What follows belongs to an exercise in optimizing a design on an open flow for small area; a production flow would make more cautious choices.
Only simulation tests tie the RTL to the original design; equivalence was not proved.
Power is estimated from default activity; no workload was simulated.

## design/flow/design.v

```verilog
module PluseDection(
    input   clk     ,
    input   in_sig  ,
    output  pos_sig
);
reg in_sig_r;
always @(posedge clk)
    in_sig_r <= in_sig;
assign pos_sig = in_sig & ~in_sig_r;
endmodule
module LineBuf
#(
    parameter       IMAGE_W         =   128
)
(
    input  wire                         InClk            ,
    input  wire                         InEn             ,
    input  wire [7:0]                   InData           ,
    output wire [7:0]                   OutData
);
reg             [8*IMAGE_W-1:0]         rShift               ;
always@(posedge InClk)
begin
    if(InEn)
        rShift<={rShift[8*IMAGE_W-9:0],InData};
end
assign OutData=rShift[8*IMAGE_W-1 -:8];
endmodule
module Matrix
#(
    parameter       IMAGE_W         =   128
)
(
    input  wire                         InClk       ,
    input  wire                         InClr       ,
    input  wire                         InDe        ,
    input  wire [7:0]                   InData      ,
    output wire [7:0]                   OutP2       ,    
    output wire [7:0]                   OutP1       ,    
    output wire [7:0]                   OutP0       ,    
    output wire [9:0]                   OutV        ,    
    output wire [8:0]                   OutH        ,    
    output reg  [9:0]                   OutV2       ,    
    output reg  [8:0]                   OutH1       ,    
    output reg  [8:0]                   OutH2       ,    
    output reg                          OutDe            
);
reg                             rRowOk      ;    
reg             [9:0]           rV1         ;
wire            [7:0]           BufLine1    ;
wire            [7:0]           BufLine2    ;
always@(posedge InClk)
begin
    if(InClr)
        rRowOk<=1'b0;
    else if(OutDe&&!InDe)
        rRowOk<=1'b1;
end
assign OutP0 = InDe           ? InData   : 8'd0;
assign OutP1 = (InDe&&rRowOk) ? BufLine1 : 8'd0;
assign OutP2 = (InDe&&rRowOk) ? BufLine2 : 8'd0;
LineBuf #(.IMAGE_W(IMAGE_W)) u0_LineBuf
(
    .InClk      (InClk      ),
    .InEn       (InDe       ),
    .InData     (InData     ),
    .OutData    (BufLine1   )
);
LineBuf #(.IMAGE_W(IMAGE_W)) u1_LineBuf
(
    .InClk      (InClk      ),
    .InEn       (InDe       ),
    .InData     (OutP1      ),
    .OutData    (BufLine2   )
);
function [11:0] Add;
    input [11:0] a;
    input [11:0] b;
    input        cin;
    reg          c;
    integer      i;
    begin
        c = cin;
        for(i=0;i<12;i=i+1)
        begin
            Add[i] = a[i]^b[i]^c;
            c      = (a[i]&b[i])|(c&(a[i]^b[i]));
        end
    end
endfunction
wire [11:0]         T  = Add({4'd0,OutP2},{3'd0,OutP1,1'b0},1'b0);     
wire [11:0]         VA = Add(T,{4'd0,OutP0},1'b0);                       
wire [11:0]         HA = Add({4'd0,OutP2},~{4'd0,OutP0},1'b1);           
assign OutV = VA[9:0];
assign OutH = HA[8:0];
always@(posedge InClk)
begin
    rV1   <= OutV;
    OutV2 <= rV1;
    OutH1 <= OutH;
    OutH2 <= OutH1;
    OutDe <= InDe;
end
endmodule
module CalCore
(
    input                       InClk       ,
    input       [9:0]           InV         ,
    input       [8:0]           InH         ,
    input       [9:0]           InV2        ,
    input       [8:0]           InH1        ,
    input       [8:0]           InH2        ,
    output reg  [7:0]           OutAbsX     ,
    output reg  [7:0]           OutAbsY     ,
    output reg                  OutSat
);
function [10:0] Add;
    input [10:0] a;
    input [10:0] b;
    input        cin;
    reg          c;
    integer      i;
    begin
        c = cin;
        for(i=0;i<11;i=i+1)
        begin
            Add[i] = a[i]^b[i]^c;
            c      = (a[i]&b[i])|(c&(a[i]^b[i]));
        end
    end
endfunction
wire [10:0]         Gx = Add({1'b0,InV},~{1'b0,InV2},1'b1);
wire [10:0]         W  = Add({{2{InH2[8]}},InH2},{InH1[8],InH1,1'b0},1'b0);
wire [10:0]         Gy = Add(W,{{2{InH[8]}},InH},1'b0);
wire [9:0]          Ax = Gx[9:0] ^ {10{Gx[10]}};
wire [9:0]          Ay = Gy[9:0] ^ {10{Gy[10]}};
always@(posedge InClk)
begin
    OutAbsX <= Ax[7:0];
    OutAbsY <= Ay[7:0];
    OutSat  <= |{Ax[9:8],Ay[9:8]};
end
endmodule
module SquareRoot
(
    input                       InClk       ,
    input       [7:0]           InAbsX      ,
    input       [7:0]           InAbsY      ,
    input                       InSat       ,
    output      [7:0]           OutData
);
wire pp1 = InAbsX[0] & InAbsX[1];
wire pp2 = InAbsX[0] & InAbsX[2];
wire pp3 = InAbsX[0] & InAbsX[3];
wire pp4 = InAbsX[0] & InAbsX[4];
wire pp5 = InAbsX[0] & InAbsX[5];
wire pp6 = InAbsX[0] & InAbsX[6];
wire pp7 = InAbsX[0] & InAbsX[7];
wire pp8 = InAbsX[1] & InAbsX[2];
wire pp9 = InAbsX[1] & InAbsX[3];
wire pp10 = InAbsX[1] & InAbsX[4];
wire pp11 = InAbsX[1] & InAbsX[5];
wire pp12 = InAbsX[1] & InAbsX[6];
wire pp13 = InAbsX[1] & InAbsX[7];
wire pp14 = InAbsX[2] & InAbsX[3];
wire pp15 = InAbsX[2] & InAbsX[4];
wire pp16 = InAbsX[2] & InAbsX[5];
wire pp17 = InAbsX[2] & InAbsX[6];
wire pp18 = InAbsX[2] & InAbsX[7];
wire pp19 = InAbsX[3] & InAbsX[4];
wire pp20 = InAbsX[3] & InAbsX[5];
wire pp21 = InAbsX[3] & InAbsX[6];
wire pp22 = InAbsX[3] & InAbsX[7];
wire pp23 = InAbsX[4] & InAbsX[5];
wire pp24 = InAbsX[4] & InAbsX[6];
wire pp25 = InAbsX[4] & InAbsX[7];
wire pp26 = InAbsX[5] & InAbsX[6];
wire pp27 = InAbsX[5] & InAbsX[7];
wire pp28 = InAbsX[6] & InAbsX[7];
wire pp29 = InAbsY[0] & InAbsY[1];
wire pp30 = InAbsY[0] & InAbsY[2];
wire pp31 = InAbsY[0] & InAbsY[3];
wire pp32 = InAbsY[0] & InAbsY[4];
wire pp33 = InAbsY[0] & InAbsY[5];
wire pp34 = InAbsY[0] & InAbsY[6];
wire pp35 = InAbsY[0] & InAbsY[7];
wire pp36 = InAbsY[1] & InAbsY[2];
wire pp37 = InAbsY[1] & InAbsY[3];
wire pp38 = InAbsY[1] & InAbsY[4];
wire pp39 = InAbsY[1] & InAbsY[5];
wire pp40 = InAbsY[1] & InAbsY[6];
wire pp41 = InAbsY[1] & InAbsY[7];
wire pp42 = InAbsY[2] & InAbsY[3];
wire pp43 = InAbsY[2] & InAbsY[4];
wire pp44 = InAbsY[2] & InAbsY[5];
wire pp45 = InAbsY[2] & InAbsY[6];
wire pp46 = InAbsY[2] & InAbsY[7];
wire pp47 = InAbsY[3] & InAbsY[4];
wire pp48 = InAbsY[3] & InAbsY[5];
wire pp49 = InAbsY[3] & InAbsY[6];
wire pp50 = InAbsY[3] & InAbsY[7];
wire pp51 = InAbsY[4] & InAbsY[5];
wire pp52 = InAbsY[4] & InAbsY[6];
wire pp53 = InAbsY[4] & InAbsY[7];
wire pp54 = InAbsY[5] & InAbsY[6];
wire pp55 = InAbsY[5] & InAbsY[7];
wire pp56 = InAbsY[6] & InAbsY[7];
wire hs57 = pp7 ^ pp12;
wire hc58 = pp7 & pp12;
wire fs59 = pp5 ^ pp10 ^ pp14;
wire fc60 = (pp5 & pp10) | (pp14 & (pp5 | pp10));
wire hs61 = pp6 ^ pp11;
wire hc62 = pp6 & pp11;
wire fs63 = pp16 ^ pp19 ^ InAbsX[4];
wire fc64 = (pp16 & pp19) | (InAbsX[4] & (pp16 | pp19));
wire fs65 = pp35 ^ pp40 ^ pp44;
wire fc66 = (pp35 & pp40) | (pp44 & (pp35 | pp40));
wire fs67 = pp13 ^ pp17 ^ pp20;
wire fc68 = (pp13 & pp17) | (pp20 & (pp13 | pp17));
wire hs69 = pp41 ^ pp45;
wire hc70 = pp41 & pp45;
wire fs71 = pp18 ^ pp21 ^ pp23;
wire fc72 = (pp18 & pp21) | (pp23 & (pp18 | pp21));
wire fs73 = InAbsX[5] ^ pp46 ^ pp49;
wire fc74 = (InAbsX[5] & pp46) | (pp49 & (InAbsX[5] | pp46));
wire fs75 = pp3 ^ pp8 ^ InAbsX[2];
wire fc76 = (pp3 & pp8) | (InAbsX[2] & (pp3 | pp8));
wire hs77 = pp4 ^ pp9;
wire hc78 = pp4 & pp9;
wire fs79 = InAbsX[3] ^ pp33 ^ pp38;
wire fc80 = (InAbsX[3] & pp33) | (pp38 & (InAbsX[3] | pp33));
wire hs81 = pp42 ^ InAbsY[3];
wire hc82 = pp42 & InAbsY[3];
wire fs83 = pp15 ^ pp34 ^ pp39;
wire fc84 = (pp15 & pp34) | (pp39 & (pp15 | pp34));
wire fs85 = pp43 ^ hs61 ^ fc60;
wire fc86 = (pp43 & hs61) | (fc60 & (pp43 | hs61));
wire fs87 = pp47 ^ InAbsY[4] ^ hs57;
wire fc88 = (pp47 & InAbsY[4]) | (hs57 & (pp47 | InAbsY[4]));
wire fs89 = fs63 ^ fs65 ^ hc62;
wire fc90 = (fs63 & fs65) | (hc62 & (fs63 | fs65));
wire fs91 = pp48 ^ hc58 ^ fs67;
wire fc92 = (pp48 & hc58) | (fs67 & (pp48 | hc58));
wire fs93 = hs69 ^ fc64 ^ fc66;
wire fc94 = (hs69 & fc64) | (fc66 & (hs69 | fc64));
wire fs95 = pp51 ^ InAbsY[5] ^ fs71;
wire fc96 = (pp51 & InAbsY[5]) | (fs71 & (pp51 | InAbsY[5]));
wire fs97 = fs73 ^ fc68 ^ hc70;
wire fc98 = (fs73 & fc68) | (hc70 & (fs73 | fc68));
wire fs99 = pp22 ^ pp24 ^ pp50;
wire fc100 = (pp22 & pp24) | (pp50 & (pp22 | pp24));
wire fs101 = pp52 ^ fc72 ^ fc74;
wire fc102 = (pp52 & fc72) | (fc74 & (pp52 | fc72));
wire fs103 = pp25 ^ pp26 ^ InAbsX[6];
wire fc104 = (pp25 & pp26) | (InAbsX[6] & (pp25 | pp26));
wire fs105 = pp53 ^ pp54 ^ InAbsY[6];
wire fc106 = (pp53 & pp54) | (InAbsY[6] & (pp53 | pp54));
wire hs107 = pp1 ^ InAbsX[1];
wire hc108 = pp1 & InAbsX[1];
wire hs109 = pp31 ^ pp36;
wire hc110 = pp31 & pp36;
wire fs111 = pp32 ^ pp37 ^ hs77;
wire fc112 = (pp32 & pp37) | (hs77 & (pp32 | pp37));
wire fs113 = fs59 ^ fs79 ^ hs81;
wire fc114 = (fs59 & fs79) | (hs81 & (fs59 | fs79));
wire fs115 = fs83 ^ fs85 ^ fc80;
wire fc116 = (fs83 & fs85) | (fc80 & (fs83 | fs85));
wire fs117 = fs87 ^ fs89 ^ fc84;
wire fc118 = (fs87 & fs89) | (fc84 & (fs87 | fs89));
wire fs119 = fs91 ^ fs93 ^ fc88;
wire fc120 = (fs91 & fs93) | (fc88 & (fs91 | fs93));
wire fs121 = fs95 ^ fs97 ^ fc92;
wire fc122 = (fs95 & fs97) | (fc92 & (fs95 | fs97));
wire fs123 = fs99 ^ fs101 ^ fc96;
wire fc124 = (fs99 & fs101) | (fc96 & (fs99 | fs101));
wire fs125 = fs103 ^ fs105 ^ fc100;
wire fc126 = (fs103 & fs105) | (fc100 & (fs103 | fs105));
wire fs127 = pp27 ^ pp55 ^ fc104;
wire fc128 = (pp27 & pp55) | (fc104 & (pp27 | pp55));
wire fs129 = pp28 ^ InAbsX[7] ^ pp56;
wire fc130 = (pp28 & InAbsX[7]) | (pp56 & (pp28 | InAbsX[7]));
wire hs131 = pp29 ^ InAbsY[1];
wire hc132 = pp29 & InAbsY[1];
wire fs133 = pp2 ^ pp30 ^ hc108;
wire fc134 = (pp2 & pp30) | (hc108 & (pp2 | pp30));
wire fs135 = InAbsY[2] ^ fs75 ^ hs109;
wire fc136 = (InAbsY[2] & fs75) | (hs109 & (InAbsY[2] | fs75));
wire fs137 = fc76 ^ fs111 ^ hc110;
wire fc138 = (fc76 & fs111) | (hc110 & (fc76 | fs111));
wire fs139 = hc78 ^ fs113 ^ fc112;
wire fc140 = (hc78 & fs113) | (fc112 & (hc78 | fs113));
wire fs141 = hc82 ^ fs115 ^ fc114;
wire fc142 = (hc82 & fs115) | (fc114 & (hc82 | fs115));
wire fs143 = fc86 ^ fs117 ^ fc116;
wire fc144 = (fc86 & fs117) | (fc116 & (fc86 | fs117));
wire fs145 = fc90 ^ fs119 ^ fc118;
wire fc146 = (fc90 & fs119) | (fc118 & (fc90 | fs119));
wire fs147 = fc94 ^ fs121 ^ fc120;
wire fc148 = (fc94 & fs121) | (fc120 & (fc94 | fs121));
wire fs149 = fc98 ^ fs123 ^ fc122;
wire fc150 = (fc98 & fs123) | (fc122 & (fc98 | fs123));
wire fs151 = fc102 ^ fs125 ^ fc124;
wire fc152 = (fc102 & fs125) | (fc124 & (fc102 | fs125));
wire fs153 = fc106 ^ fs127 ^ fc126;
wire fc154 = (fc106 & fs127) | (fc126 & (fc106 | fs127));
wire fs155 = InAbsY[7] ^ fs129 ^ fc128;
wire fc156 = (InAbsY[7] & fs129) | (fc128 & (InAbsY[7] | fs129));
wire [16:0] RowA = {1'b0,fc130,fs155,fs153,fs151,fs149,fs147,fs145,fs143,fs141,fs139,fs137,fs135,fs133,hs107,1'b0,InAbsX[0]};
wire [16:0] RowB = {1'b0,fc156,fc154,fc152,fc150,fc148,fc146,fc144,fc142,fc140,fc138,fc136,fc134,hc132,hs131,1'b0,InAbsY[0]};
wire [16:0] Sum;
assign Sum[0] = RowA[0] ^ RowB[0] ^ 1'b0;
wire rc157 = (RowA[0] & RowB[0]) | (1'b0 & (RowA[0] | RowB[0]));
assign Sum[1] = RowA[1] ^ RowB[1] ^ rc157;
wire rc158 = (RowA[1] & RowB[1]) | (rc157 & (RowA[1] | RowB[1]));
assign Sum[2] = RowA[2] ^ RowB[2] ^ rc158;
wire rc159 = (RowA[2] & RowB[2]) | (rc158 & (RowA[2] | RowB[2]));
assign Sum[3] = RowA[3] ^ RowB[3] ^ rc159;
wire rc160 = (RowA[3] & RowB[3]) | (rc159 & (RowA[3] | RowB[3]));
assign Sum[4] = RowA[4] ^ RowB[4] ^ rc160;
wire rc161 = (RowA[4] & RowB[4]) | (rc160 & (RowA[4] | RowB[4]));
assign Sum[5] = RowA[5] ^ RowB[5] ^ rc161;
wire rc162 = (RowA[5] & RowB[5]) | (rc161 & (RowA[5] | RowB[5]));
assign Sum[6] = RowA[6] ^ RowB[6] ^ rc162;
wire rc163 = (RowA[6] & RowB[6]) | (rc162 & (RowA[6] | RowB[6]));
assign Sum[7] = RowA[7] ^ RowB[7] ^ rc163;
wire rc164 = (RowA[7] & RowB[7]) | (rc163 & (RowA[7] | RowB[7]));
assign Sum[8] = RowA[8] ^ RowB[8] ^ rc164;
wire rc165 = (RowA[8] & RowB[8]) | (rc164 & (RowA[8] | RowB[8]));
assign Sum[9] = RowA[9] ^ RowB[9] ^ rc165;
wire rc166 = (RowA[9] & RowB[9]) | (rc165 & (RowA[9] | RowB[9]));
assign Sum[10] = RowA[10] ^ RowB[10] ^ rc166;
wire rc167 = (RowA[10] & RowB[10]) | (rc166 & (RowA[10] | RowB[10]));
assign Sum[11] = RowA[11] ^ RowB[11] ^ rc167;
wire rc168 = (RowA[11] & RowB[11]) | (rc167 & (RowA[11] | RowB[11]));
assign Sum[12] = RowA[12] ^ RowB[12] ^ rc168;
wire rc169 = (RowA[12] & RowB[12]) | (rc168 & (RowA[12] | RowB[12]));
assign Sum[13] = RowA[13] ^ RowB[13] ^ rc169;
wire rc170 = (RowA[13] & RowB[13]) | (rc169 & (RowA[13] | RowB[13]));
assign Sum[14] = RowA[14] ^ RowB[14] ^ rc170;
wire rc171 = (RowA[14] & RowB[14]) | (rc170 & (RowA[14] | RowB[14]));
assign Sum[15] = RowA[15] ^ RowB[15] ^ rc171;
wire rc172 = (RowA[15] & RowB[15]) | (rc171 & (RowA[15] | RowB[15]));
assign Sum[16] = RowA[16] ^ RowB[16] ^ rc172;
wire rc173 = (RowA[16] & RowB[16]) | (rc172 & (RowA[16] | RowB[16]));
wire [2:0] Part174 = {1'b0,Sum[15:0][15:14]};
wire [1:0] NTrial175 = 2'b10;
wire [2:0] Diff176;
assign Diff176[0] = Part174[0] ^ NTrial175[0] ^ 1'b1;
wire bc177 = (Part174[0] & NTrial175[0]) | (1'b1 & (Part174[0] | NTrial175[0]));
assign Diff176[1] = Part174[1] ^ NTrial175[1] ^ bc177;
wire bc178 = (Part174[1] & NTrial175[1]) | (bc177 & (Part174[1] | NTrial175[1]));
assign Diff176[2] = Part174[2] ^ 1'b1 ^ bc178;
wire Ge179 = ~Diff176[2];
wire [1:0] Rem180 = Ge179 ? Diff176[1:0] : Part174[1:0];
wire [0:0] NRoot181 = Diff176[2];
wire [13:0] Rad182 = Sum[15:0][13:0];
wire [3:0] Part183 = {Rem180,Rad182[13:12]};
wire [2:0] NTrial184 = {NRoot181,2'b10};
wire [3:0] Diff185;
assign Diff185[0] = Part183[0] ^ NTrial184[0] ^ 1'b1;
wire bc186 = (Part183[0] & NTrial184[0]) | (1'b1 & (Part183[0] | NTrial184[0]));
assign Diff185[1] = Part183[1] ^ NTrial184[1] ^ bc186;
wire bc187 = (Part183[1] & NTrial184[1]) | (bc186 & (Part183[1] | NTrial184[1]));
assign Diff185[2] = Part183[2] ^ NTrial184[2] ^ bc187;
wire bc188 = (Part183[2] & NTrial184[2]) | (bc187 & (Part183[2] | NTrial184[2]));
assign Diff185[3] = Part183[3] ^ 1'b1 ^ bc188;
wire Ge189 = ~Diff185[3];
wire [2:0] Rem190 = Ge189 ? Diff185[2:0] : Part183[2:0];
wire [1:0] NRoot191 = {NRoot181,Diff185[3]};
wire [11:0] Rad192 = Rad182[11:0];
reg [11:0] rS2_Rad; 
reg [2:0] rS2_Rem;
reg [1:0] rS2_Root;
reg rS2_Sat;
always@(posedge InClk)
begin
    rS2_Rad <= Rad192;
    rS2_Rem <= Rem190;
    rS2_Root <= NRoot191;
    rS2_Sat <= (InSat | Sum[16]);
end
wire [4:0] Part193 = {rS2_Rem,rS2_Rad[11:10]};
wire [3:0] NTrial194 = {rS2_Root,2'b10};
wire [4:0] Diff195;
assign Diff195[0] = Part193[0] ^ NTrial194[0] ^ 1'b1;
wire bc196 = (Part193[0] & NTrial194[0]) | (1'b1 & (Part193[0] | NTrial194[0]));
assign Diff195[1] = Part193[1] ^ NTrial194[1] ^ bc196;
wire bc197 = (Part193[1] & NTrial194[1]) | (bc196 & (Part193[1] | NTrial194[1]));
assign Diff195[2] = Part193[2] ^ NTrial194[2] ^ bc197;
wire bc198 = (Part193[2] & NTrial194[2]) | (bc197 & (Part193[2] | NTrial194[2]));
assign Diff195[3] = Part193[3] ^ NTrial194[3] ^ bc198;
wire bc199 = (Part193[3] & NTrial194[3]) | (bc198 & (Part193[3] | NTrial194[3]));
assign Diff195[4] = Part193[4] ^ 1'b1 ^ bc199;
wire Ge200 = ~Diff195[4];
wire [3:0] Rem201 = Ge200 ? Diff195[3:0] : Part193[3:0];
wire [2:0] NRoot202 = {rS2_Root,Diff195[4]};
wire [9:0] Rad203 = rS2_Rad[9:0];
wire [5:0] Part204 = {Rem201,Rad203[9:8]};
wire [4:0] NTrial205 = {NRoot202,2'b10};
wire [5:0] Diff206;
assign Diff206[0] = Part204[0] ^ NTrial205[0] ^ 1'b1;
wire bc207 = (Part204[0] & NTrial205[0]) | (1'b1 & (Part204[0] | NTrial205[0]));
assign Diff206[1] = Part204[1] ^ NTrial205[1] ^ bc207;
wire bc208 = (Part204[1] & NTrial205[1]) | (bc207 & (Part204[1] | NTrial205[1]));
assign Diff206[2] = Part204[2] ^ NTrial205[2] ^ bc208;
wire bc209 = (Part204[2] & NTrial205[2]) | (bc208 & (Part204[2] | NTrial205[2]));
assign Diff206[3] = Part204[3] ^ NTrial205[3] ^ bc209;
wire bc210 = (Part204[3] & NTrial205[3]) | (bc209 & (Part204[3] | NTrial205[3]));
assign Diff206[4] = Part204[4] ^ NTrial205[4] ^ bc210;
wire bc211 = (Part204[4] & NTrial205[4]) | (bc210 & (Part204[4] | NTrial205[4]));
assign Diff206[5] = Part204[5] ^ 1'b1 ^ bc211;
wire Ge212 = ~Diff206[5];
wire [4:0] Rem213 = Ge212 ? Diff206[4:0] : Part204[4:0];
wire [3:0] NRoot214 = {NRoot202,Diff206[5]};
wire [7:0] Rad215 = Rad203[7:0];
wire [6:0] Part216 = {Rem213,Rad215[7:6]};
wire [5:0] NTrial217 = {NRoot214,2'b10};
wire [6:0] Diff218;
assign Diff218[0] = Part216[0] ^ NTrial217[0] ^ 1'b1;
wire bc219 = (Part216[0] & NTrial217[0]) | (1'b1 & (Part216[0] | NTrial217[0]));
assign Diff218[1] = Part216[1] ^ NTrial217[1] ^ bc219;
wire bc220 = (Part216[1] & NTrial217[1]) | (bc219 & (Part216[1] | NTrial217[1]));
assign Diff218[2] = Part216[2] ^ NTrial217[2] ^ bc220;
wire bc221 = (Part216[2] & NTrial217[2]) | (bc220 & (Part216[2] | NTrial217[2]));
assign Diff218[3] = Part216[3] ^ NTrial217[3] ^ bc221;
wire bc222 = (Part216[3] & NTrial217[3]) | (bc221 & (Part216[3] | NTrial217[3]));
assign Diff218[4] = Part216[4] ^ NTrial217[4] ^ bc222;
wire bc223 = (Part216[4] & NTrial217[4]) | (bc222 & (Part216[4] | NTrial217[4]));
assign Diff218[5] = Part216[5] ^ NTrial217[5] ^ bc223;
wire bc224 = (Part216[5] & NTrial217[5]) | (bc223 & (Part216[5] | NTrial217[5]));
assign Diff218[6] = Part216[6] ^ 1'b1 ^ bc224;
wire Ge225 = ~Diff218[6];
wire [5:0] Rem226 = Ge225 ? Diff218[5:0] : Part216[5:0];
wire [4:0] NRoot227 = {NRoot214,Diff218[6]};
wire [5:0] Rad228 = Rad215[5:0];
wire [7:0] Part229 = {Rem226,Rad228[5:4]};
wire [6:0] NTrial230 = {NRoot227,2'b10};
wire [7:0] Diff231;
assign Diff231[0] = Part229[0] ^ NTrial230[0] ^ 1'b1;
wire bc232 = (Part229[0] & NTrial230[0]) | (1'b1 & (Part229[0] | NTrial230[0]));
assign Diff231[1] = Part229[1] ^ NTrial230[1] ^ bc232;
wire bc233 = (Part229[1] & NTrial230[1]) | (bc232 & (Part229[1] | NTrial230[1]));
assign Diff231[2] = Part229[2] ^ NTrial230[2] ^ bc233;
wire bc234 = (Part229[2] & NTrial230[2]) | (bc233 & (Part229[2] | NTrial230[2]));
assign Diff231[3] = Part229[3] ^ NTrial230[3] ^ bc234;
wire bc235 = (Part229[3] & NTrial230[3]) | (bc234 & (Part229[3] | NTrial230[3]));
assign Diff231[4] = Part229[4] ^ NTrial230[4] ^ bc235;
wire bc236 = (Part229[4] & NTrial230[4]) | (bc235 & (Part229[4] | NTrial230[4]));
assign Diff231[5] = Part229[5] ^ NTrial230[5] ^ bc236;
wire bc237 = (Part229[5] & NTrial230[5]) | (bc236 & (Part229[5] | NTrial230[5]));
assign Diff231[6] = Part229[6] ^ NTrial230[6] ^ bc237;
wire bc238 = (Part229[6] & NTrial230[6]) | (bc237 & (Part229[6] | NTrial230[6]));
assign Diff231[7] = Part229[7] ^ 1'b1 ^ bc238;
wire Ge239 = ~Diff231[7];
wire [6:0] Rem240 = Ge239 ? Diff231[6:0] : Part229[6:0];
wire [5:0] NRoot241 = {NRoot227,Diff231[7]};
wire [3:0] Rad242 = Rad228[3:0];
reg [3:0] rS6_Rad; 
reg [6:0] rS6_Rem;
reg [5:0] rS6_Root;
reg rS6_Sat;
always@(posedge InClk)
begin
    rS6_Rad <= Rad242;
    rS6_Rem <= Rem240;
    rS6_Root <= NRoot241;
    rS6_Sat <= rS2_Sat;
end
wire [8:0] Part243 = {rS6_Rem,rS6_Rad[3:2]};
wire [7:0] NTrial244 = {rS6_Root,2'b10};
wire [8:0] Diff245;
assign Diff245[0] = Part243[0] ^ NTrial244[0] ^ 1'b1;
wire bc246 = (Part243[0] & NTrial244[0]) | (1'b1 & (Part243[0] | NTrial244[0]));
assign Diff245[1] = Part243[1] ^ NTrial244[1] ^ bc246;
wire bc247 = (Part243[1] & NTrial244[1]) | (bc246 & (Part243[1] | NTrial244[1]));
assign Diff245[2] = Part243[2] ^ NTrial244[2] ^ bc247;
wire bc248 = (Part243[2] & NTrial244[2]) | (bc247 & (Part243[2] | NTrial244[2]));
assign Diff245[3] = Part243[3] ^ NTrial244[3] ^ bc248;
wire bc249 = (Part243[3] & NTrial244[3]) | (bc248 & (Part243[3] | NTrial244[3]));
assign Diff245[4] = Part243[4] ^ NTrial244[4] ^ bc249;
wire bc250 = (Part243[4] & NTrial244[4]) | (bc249 & (Part243[4] | NTrial244[4]));
assign Diff245[5] = Part243[5] ^ NTrial244[5] ^ bc250;
wire bc251 = (Part243[5] & NTrial244[5]) | (bc250 & (Part243[5] | NTrial244[5]));
assign Diff245[6] = Part243[6] ^ NTrial244[6] ^ bc251;
wire bc252 = (Part243[6] & NTrial244[6]) | (bc251 & (Part243[6] | NTrial244[6]));
assign Diff245[7] = Part243[7] ^ NTrial244[7] ^ bc252;
wire bc253 = (Part243[7] & NTrial244[7]) | (bc252 & (Part243[7] | NTrial244[7]));
assign Diff245[8] = Part243[8] ^ 1'b1 ^ bc253;
wire Ge254 = ~Diff245[8];
wire [7:0] Rem255 = Ge254 ? Diff245[7:0] : Part243[7:0];
wire [6:0] NRoot256 = {rS6_Root,Diff245[8]};
wire [1:0] Rad257 = rS6_Rad[1:0];
wire [9:0] Part258 = {Rem255,Rad257[1:0]};
wire [8:0] NTrial259 = {NRoot256,2'b10};
wire [9:0] Diff260;
assign Diff260[0] = Part258[0] ^ NTrial259[0] ^ 1'b1;
wire bc261 = (Part258[0] & NTrial259[0]) | (1'b1 & (Part258[0] | NTrial259[0]));
assign Diff260[1] = Part258[1] ^ NTrial259[1] ^ bc261;
wire bc262 = (Part258[1] & NTrial259[1]) | (bc261 & (Part258[1] | NTrial259[1]));
assign Diff260[2] = Part258[2] ^ NTrial259[2] ^ bc262;
wire bc263 = (Part258[2] & NTrial259[2]) | (bc262 & (Part258[2] | NTrial259[2]));
assign Diff260[3] = Part258[3] ^ NTrial259[3] ^ bc263;
wire bc264 = (Part258[3] & NTrial259[3]) | (bc263 & (Part258[3] | NTrial259[3]));
assign Diff260[4] = Part258[4] ^ NTrial259[4] ^ bc264;
wire bc265 = (Part258[4] & NTrial259[4]) | (bc264 & (Part258[4] | NTrial259[4]));
assign Diff260[5] = Part258[5] ^ NTrial259[5] ^ bc265;
wire bc266 = (Part258[5] & NTrial259[5]) | (bc265 & (Part258[5] | NTrial259[5]));
assign Diff260[6] = Part258[6] ^ NTrial259[6] ^ bc266;
wire bc267 = (Part258[6] & NTrial259[6]) | (bc266 & (Part258[6] | NTrial259[6]));
assign Diff260[7] = Part258[7] ^ NTrial259[7] ^ bc267;
wire bc268 = (Part258[7] & NTrial259[7]) | (bc267 & (Part258[7] | NTrial259[7]));
assign Diff260[8] = Part258[8] ^ NTrial259[8] ^ bc268;
wire bc269 = (Part258[8] & NTrial259[8]) | (bc268 & (Part258[8] | NTrial259[8]));
assign Diff260[9] = Part258[9] ^ 1'b1 ^ bc269;
wire Ge270 = ~Diff260[9];
wire [7:0] NRoot271 = {NRoot256,Diff260[9]};
assign OutData = rS6_Sat ? 8'hff : ~NRoot271;
endmodule
module Sobel
#(
    parameter IMAGE_W   =   128  ,
    parameter IMAGE_H   =   480  ,
    parameter IMAGE_DW  =   8
)
(
    input                           InVideoClk  ,
    input                           InVideoVs   ,
    input                           InVideoDe   ,
    input   [IMAGE_DW -1 :0]        InVideoData ,
    output                          OutVideoVs  ,
    output                          OutVideoDe  ,
    output  [IMAGE_DW -1 :0]        OutVideoData
);
wire                PosVs       ;
wire    [9:0]       V           ;
wire    [8:0]       H           ;
wire    [9:0]       V2          ;
wire    [8:0]       H1          ;
wire    [8:0]       H2          ;
wire                De1         ;
wire    [7:0]       AbsX        ;
wire    [7:0]       AbsY        ;
wire                Sat         ;
reg     [1:0]       rDe         ;
PluseDection PluseDection
(
    .clk        (InVideoClk ),
    .in_sig     (InVideoVs  ),
    .pos_sig    (PosVs      )
);
Matrix #(.IMAGE_W(IMAGE_W)) u_Matrix
(
    .InClk      (InVideoClk ),
    .InClr      (PosVs      ),
    .InDe       (InVideoDe  ),
    .InData     (InVideoData),
    .OutP2      (           ),
    .OutP1      (           ),
    .OutP0      (           ),
    .OutV       (V          ),
    .OutH       (H          ),
    .OutV2      (V2         ),
    .OutH1      (H1         ),
    .OutH2      (H2         ),
    .OutDe      (De1        )
);
CalCore u_CalCore
(
    .InClk      (InVideoClk ),
    .InV        (V          ),
    .InH        (H          ),
    .InV2       (V2         ),
    .InH1       (H1         ),
    .InH2       (H2         ),
    .OutAbsX    (AbsX       ),
    .OutAbsY    (AbsY       ),
    .OutSat     (Sat        )
);
SquareRoot u_SquareRoot
(
    .InClk      (InVideoClk ),
    .InAbsX     (AbsX       ),
    .InAbsY     (AbsY       ),
    .InSat      (Sat        ),
    .OutData    (OutVideoData)
);
always@(posedge InVideoClk)
begin
    rDe <= {rDe[0],De1};
end
assign OutVideoVs = InVideoVs;
assign OutVideoDe = rDe[1];
endmodule
```

## design/flow/flow/run.sh

```bash
#!/bin/bash
# The standard layout (standard.sh, unchanged), except that the buffers
# it puts on the input and output ports are the smallest buffer,
# sky130_fd_sc_hd__buf_1, instead of a delay buffer. Each step's full log
# is in orfs/logs/; make's own output goes to standard.log.
set -o pipefail
bash standard.sh "BUFFER_PORTS_ARGS=-buffer_cell sky130_fd_sc_hd__buf_1" finish > standard.log 2>&1
```

## design/flow/standard.sh

```bash
#!/bin/bash
# synth_recipe.tcl (not shown) runs the flow's synth.tcl, then flattens the netlist and writes it again
# the make line also repeats each setting of config.mk as NAME=value (left out here)
make -C /OpenROAD-flow-scripts/flow DESIGN_CONFIG=/design/flow/config.mk WORK_HOME=/design/flow/orfs CLKGATE_MAP_FILE= SYNTH_SCRIPT=/design/flow/synth_recipe.tcl "${@:-finish}"
```

## design/flow/config.mk

```make
export PLATFORM = sky130hd
export DESIGN_NAME = Sobel
export DESIGN_NICKNAME = Sobel
export VERILOG_FILES = /design/flow/design.v
export SDC_FILE = /design/flow/constraint.sdc
export NUM_CORES = 4
export LEC_CHECK = 0
export CAP_MARGIN = 20
export CORE_MARGIN = 2
export CORE_UTILIZATION = 60
export CTS_BUF_LIST = sky130_fd_sc_hd__clkbuf_16
export CTS_CLUSTER_DIAMETER = 100
export CTS_CLUSTER_SIZE = 32
export SLEW_MARGIN = 20
```

## design/flow/constraint.sdc

```tcl
create_clock -name core_clock -period 8.0 [get_ports {InVideoClk}]
set_input_delay 1.6000 -clock core_clock [delete_from_list [all_inputs] [get_ports {InVideoClk}]]
set_output_delay 1.6000 -clock core_clock [all_outputs]
set_load 0.01 [all_outputs]
```

==> results.yml <==
run_status:
  status: "timing/DRC/antenna clean"
synthesis:
  yosys.area.top_type: "edfxtp_1"
  synth_nets: 2810
  async_flop_share_pct: 0
  seq_area_frac_synth_pct: 93.19
  syn_area_per_cell_um2: 25.55
  ys_ff_latch: 2144
  synth_top_area_share_pct: 90.37
  ys_types: 50
  synth_edf_count: 2048
  ys.flop_type: "edfxtp_1"
  syn_inst: 2663
  netlist_area_um2: 68050
  synth.area.top_cells: "edfxtp_1 (90%), fa_1 (3.4%), dfxtp_1 (2.8%)"
  yosys_warnings: 6
floorplan:
  ios: 21
  dieArea_um2: 116100
  fp-row-count: 123
  core_area_um2: 112500
  start_util_pct: 60.49
  die_y_um: 340.8
  die_x_um: 340.8
global_route:
  overflow: 0
  grt_pass1_wl_um: 123600
  antenna_found_initial: 4
  grt_pass1_vias: 21980
  grt.total_usage_pct: 13.40
  grt_max_degree: 196
layout:
  areaGrowthSynthToFinish_pct: 6.505
  drive_above_1_share_pct: 5.177
  utilization_pct: 64.43
  layout_commonest_cell: "edfxtp_1"
  layout_common_cells: "edfxtp_1 (2,048), inv_1 (174), fa_1 (112)"
  nNetsFinal: 2941
cts:
  cts_root_buffer: "clkbuf_16"
  h-tree-depth: 3
  cts-buffers-inserted: 77
  cts_tree: "done"
  cts.sinks: 2144
  clock_latency_ps: 680
  hold_buffers: 0
  clockBufferDepth: 3
  clk_pin_slew_ps: 110
worst_setup_path:
  worstRegToRegCells: 35
  reg2reg_slack_ps: 520
  cp_max_fo: 13
  critPathCapture: "OutVideoData[0]"
  timing.rr.start: "u_SquareRoot.rS2_Rad[10]$_DFF_P_"
  startpoint_type: "register"
  critPathKind: "register to primary output"
  crit_start: "u_SquareRoot.rS6_Rad[2]$_DFF_P_"
  critPathArrivalTime_ps: 6000
  reg2reg_to: "u_SquareRoot.rS6_Rem[4]$_DFF_P_"
  required_ps: 6400
  critPathCaptureType: "primary output"
drt:
  num_vias: 22410
  routed_wl_um: 77330
  drc: 0
  first_pass_iters: 5
  antenna_left: 0
  drt_iter0_drc: 2263
  vias_per_cell: 5.187
  wl_per_cell_um: 17.90
timing:
  slew-limit-headroom_pct: 30.74
  rsz0062_at_grt: "no"
  clock_skew_ps: 24.38
  worst_slew_pin_slew_ps: 1039
  fmax_mhz: 131.6
  setup_tns_ps: 0
  setup_slack_ps: 399.3
  finalSetupViolCount: 0
  slew_viol_final: 0
  finalHoldViolations: 0
  finalCriticalPeriod_ps: 7601
  fin_crit_sh_pct: 95.01
pwr:
  power.density_nw_per_um2: 362.3
  p_leak_nw: 24.62
  total_power_mw: 26.26
  vdd_ir_drop_max_mv: 0.7852
place:
  place_ws_ps: 154.8
  dp_hpwl_um: 37710
  numPortBuffers: 20
  gp_congestion: 0.7387
min_path:
  worstHoldPathType: "register to register"
flow_run:
  maxCapViolCount: 0
## layer usage
layer / track usage [%] / vias up / part of all wire (%)
met3: 2.211 / 123 / 3.1
met4: 3.735 / 2 / 2.3
met1: 22.92 / 11750 / 53
met2: 18.13 / 222 / 41
li1: - / 10310 / -
met5: 0 / - / 0.012
## area by class of cell
class	instances	area [um2]
diodes	1	2.502
clock buffers	79	1977
clock inverters	26	188.9
fillers	7261	40020
inverters	159	599.3
multi-input cells	354	4021
flip-flops and latches	2144	63420
well taps	1500	1877
repair buffers	58	392.9
## report_power, final
part / switching, mW / total (mW) / internal, mW / leakage (nW)
clock network: 2.92 / 4.78 / 1.86 / 1.12
logic: 4.00 / 7.78 / 3.78 / 2.64
registers: 0.366 / 13.7 / 13.3 / 20.9
total: 7.29 / 26.3 / 19.0 / 24.6
## worst max-delay path, cell delays in order (launching register included)
cell and delay [ps]:
dfxtp_1 380, inv_1 60, ha_1 220, fa_1 470, fa_1 470, fa_1 480
fa_1 460, fa_1 460, fa_1 440, xnor2_1 160, buf_4 200, mux2i_1 110
nand2b_1 150, maj3_1 380, maj3_1 360, o21ai_0 120, mux2i_1 220, buf_1 180
## worst min-delay path by stage
stage	startpoint	endpoint	slack (ps)	depth (start not counted)
CTS	u_Matrix.rV1[9]$_DFF_P_	u_Matrix.OutV2[9]$_DFF_P_	340	0
global placement	u_Matrix.rV1[3]$_DFF_P_	u_Matrix.OutV2[3]$_DFF_P_	310	0
detailed placement	u_Matrix.rV1[4]$_DFF_P_	u_Matrix.OutV2[4]$_DFF_P_	310	0
floorplan	rDe[0]$_DFF_P_	rDe[1]$_DFF_P_	310	0
finish	u_Matrix.rV1[9]$_DFF_P_	u_Matrix.OutV2[9]$_DFF_P_	330	0
global route	u_Matrix.rV1[4]$_DFF_P_	u_Matrix.OutV2[4]$_DFF_P_	350	0
## Yosys cell counts (3+ instances only)
cell and n:
nand2b_1 10, a222oi_1 3, xor2_1 8, a21oi_1 10
fa_1 115, nor2b_1 9, maj3_1 3, o21ai_0 6
inv_1 156, nor2_1 17, ha_1 21, clkbuf_1 4
dfxtp_1 96, edfxtp_1 2048, nand2_1 56, and2_1 24
xnor2_1 22, mux2i_1 12
## sequential cells by signal, summed over array words and instances (netlist names), 2 cells and up
| signal | flops |
|---|---|
| u_SquareRoot.rS6_Rem | 7 |
| u_SquareRoot.rS2_Rad | 12 |
| u_Matrix.OutH2 | 9 |
| u_Matrix.u0_LineBuf.rShift | 1024 |
| u_Matrix.OutH1 | 9 |
| u_SquareRoot.rS6_Root | 6 |
| u_Matrix.u1_LineBuf.rShift | 1024 |
| u_SquareRoot.rS2_Rem | 3 |
| u_SquareRoot.rS2_Root | 2 |
| rDe | 2 |
| u_Matrix.rV1 | 10 |
| u_Matrix.OutV2 | 10 |
| u_CalCore.OutAbsX | 8 |
| u_CalCore.OutAbsY | 8 |
| u_SquareRoot.rS6_Rad | 4 |
## cells by family after synthesis
logic type | share of synthesized area (%)
AO/OA/AOI/OAI | 0.3604
XOR/XNOR | 0.4505
adder cells (fa/ha/maj) | 3.813
buffers and inverters | 0.9303
flip-flops | 93.19
multiplexers | 0.3034
AND/OR/NAND/NOR | 0.9487
## per-stage QoR
stage | hold slack, ps | instance area (um2) | instances
detailed placement | 314.6 | 70270 | 4213
CTS | 338.2 | 72440 | 4318
global placement | 309.7 | 70270 | 4213
global route | 346.2 | 72480 | 4321
floorplan | 309.6 | 68050 | 2663
finish | 334.7 | 72480 | 4321
## timing repair
action | CTS | global route
setup buffers | 0 | 2
hold endpoints to repair | 0 | 0
endpoints found under the setup margin | 0 | 8
gates resized for setup | 0 | 7

## re-timing with driven ports
Ports are ideal in the flow. The routed layout listed here was re-timed in OpenROAD. Step 1, drivers: a clkbuf_16 drives InVideoClk and a buf_2 each remaining input, both assumed. Step 2 also shifts input and output timing later by t, the mid clock arrival at the registers, as if the neighbouring blocks saw the same clock. a / b / c = no drivers / after step 1 / after step 2; a / b = the first two.
t, ns: 0.740
setup WS [ns]: 0.399 / 0.332 / 0.420
worst setup path after step 2: input to register
worst data-port slew with drivers (ns): 0.13
cell pins on the clock port's net: 1
After both steps this run still meets setup and hold. The setup slack of this run moves by -0.067 ns with the drivers and by +0.021 ns with both steps.
